This design comes from an exercise in tuning for small area and a short achievable clock period on the open sky130 flow, not from production work. Power figures rest on the tool's default switching activity, not on a simulated workload.

## build 93
==> flow/design.v (excerpt) <==
module maxpool_new(
	input [4:0] stride,
	input  maxpool_enable,
	output reg [18:0] address1 , write_address,
	output reg maxpool_done, patch_end,
	input clk ,
	input reset,
	input [9:0]  w1 ,h1,
	input [4:0] w2,h2,
	output reg [9:0] width, height
    );
For scale: roughly 910 cells after synthesis, about 170 flip-flops, ~98 I/O pins, roughly 9500 sq um of cells after synthesis.
==> flow/config.mk <==
export PLATFORM = sky130hd
export DESIGN_NAME = maxpool_new
export DESIGN_NICKNAME = maxpool_new
export VERILOG_FILES = /design/flow/design.v
export SDC_FILE = /design/flow/constraint.sdc
export NUM_CORES = 4
export LEC_CHECK = 0
export CAP_MARGIN = 50
export CORE_MARGIN = 2
export CORE_UTILIZATION = 40
export CTS_BUF_LIST = sky130_fd_sc_hd__clkbuf_8
export SLEW_MARGIN = 70
export SYNTH_HIERARCHICAL = 1
==> flow/constraint.sdc <==
create_clock -name core_clock -period 25.0 [get_ports {clk}]
set_input_delay 5.0000 -clock core_clock [delete_from_list [all_inputs] [get_ports {clk}]]
set_output_delay 5.0000 -clock core_clock [all_outputs]
set_load 0.01 [all_outputs]
standard.sh (not shown) runs the stock make flow with config.mk's settings and CLKGATE_MAP_FILE= SYNTH_SCRIPT=/design/flow/synth_recipe.tcl, a recipe that flattens the netlist after the stock synthesis.
==> flow/flow/run.sh <==
#!/bin/bash
# Standard layout, with the port buffers made from buf_1 cells and timing
# repair asked to leave more setup slack than the clock period needs.
export BUFFER_PORTS_ARGS="-buffer_cell sky130_fd_sc_hd__buf_1"
export SETUP_SLACK_MARGIN=19.3
bash standard.sh > standard.log 2>&1
The following lists how build 6 was set up differently from build 93:
- CTS_CLUSTER_DIAMETER: unset -> 150
- CTS_CLUSTER_SIZE: unset -> 40
-- flow/flow/run.sh --
<<< build 93, line 4
export BUFFER_PORTS_ARGS="-buffer_cell sky130_fd_sc_hd__buf_1"
export SETUP_SLACK_MARGIN=19.3
bash standard.sh > standard.log 2>&1
>>> build 6, line 4
export BUFFER_PORTS_ARGS="-buffer_cell sky130_fd_sc_hd__buf_1"
export SETUP_SLACK_MARGIN=18
bash standard.sh > standard.log 2>&1
Findings:
- Summary: with build 93 as the reference, power in build 6 moved down slightly.
- Compared with build 93, build 6 shows combinational share of power lower by 0.9 points.
- Number of slew-limit violations in the final report came out exactly the same in build 6 and build 93.
- Build 6 against build 93: wire length lower; routability-driven placement congestion ratio rose by 2.1%.
#### Input delta (build 92 over build 6)
- CTS_CLUSTER_DIAMETER no longer set, was 150
- CTS_CLUSTER_SIZE no longer set, was 40
- CTS_BUF_LIST now sky130_fd_sc_hd__clkbuf_4 sky130_fd_sc_hd__clkbuf_8, was sky130_fd_sc_hd__clkbuf_8
Notes after the runs:
- Status: routed wire length parity (build 92, build 6)
- Going from build 6 to build 92, placer's final routability congestion estimate essentially unchanged, clock share of power did not really move.
- Between build 92 and build 6, the difference in area of all placed cells without fillers is negligible.
- Diff build 92..build 6 | number of vias in the routed layout | negligible
- For utilization, build 92 and build 6 come out practically identical.
- Comparing build 6 with build 92, the total design power came out essentially unchanged.
- Build 6 and build 92 ended up with roughly the same worst-case hold slack.
## Diff of input files: build 87 against build 92
- CAP_MARGIN now 20, was 50
- SLEW_MARGIN now 20, was 70
- CTS_BUF_LIST now sky130_fd_sc_hd__clkbuf_8, was sky130_fd_sc_hd__clkbuf_4 sky130_fd_sc_hd__clkbuf_8
--- outcome ---
Clock-buffer cell count: build 87 > build 92. NOTE: count of placed standard cells in the final layout, fillers left out in build 87 falls short of that of build 92. Origin of the worst setup path = address1[3]: build 92; origin of the worst setup path = maxpool_enable: build 87. Build 87 vs. build 92: non-clock buffer total of the final layout went down by about 4.6%. Compared with build 92, total power in build 87 decreased slightly. The worst-case register-to-register setup slack number comes out higher for build 92 vs build 87. Build 87 -> build 92: global-route wire length before repair flat. Comparing build 92 against build 87, there is no change at all in remaining design rule violation count. Diff build 92 -> build 87: routed metal-1 wirelength fell 61 um; layout-stage area growth over the synthesis result fell 1.2 points. Diff build 92..build 87 | proportion of cell area spent on the clock network | negligible. On overall global routing resource usage, build 87 and build 92 are neck and neck.
Function was not checked in any run of this note: the RTL went through the layout flow alone.

static timing again, ports no longer ideal:
The results above use ideal ports. As a check the final layouts listed here were re-extracted and re-timed, cells and wires unchanged. Step 1: set_driving_cell puts a clkbuf_16 on clk and a buf_2 on each other input, an assumption about the parent block. Step 2 adds t to the input delays and takes it off the output delays; t is the mean of the earliest and latest rising clock arrival at the registers after step 1. Input paths then give back, and output paths get back, about the clock's delay inside the block. Three values: ideal, step 1, step 2; two values: the first two.
run	t (ns)	setup slack, ns	hold slack, ns	worst slew at a driven data input, ns	cell pins on the clock port's net
build 93	0.508	19.039 / 18.997 / 18.816	0.479 / 0.479 / 0.479	0.03	1
build 6	0.502	18.928 / 18.882 / 18.499	0.474 / 0.474 / 0.474	0.04	1
build 92	0.502	18.928 / 18.882 / 18.499	0.474 / 0.474 / 0.474	0.04	1
build 87	0.498	18.347 / 18.358 / 17.859	0.473 / 0.473 / 0.473	0.03	1
After both steps every run listed still meets setup and hold. For build 87, which loses most, drivers alone change the setup slack by +0.011 ns; drivers and shift together by -0.488 ns.
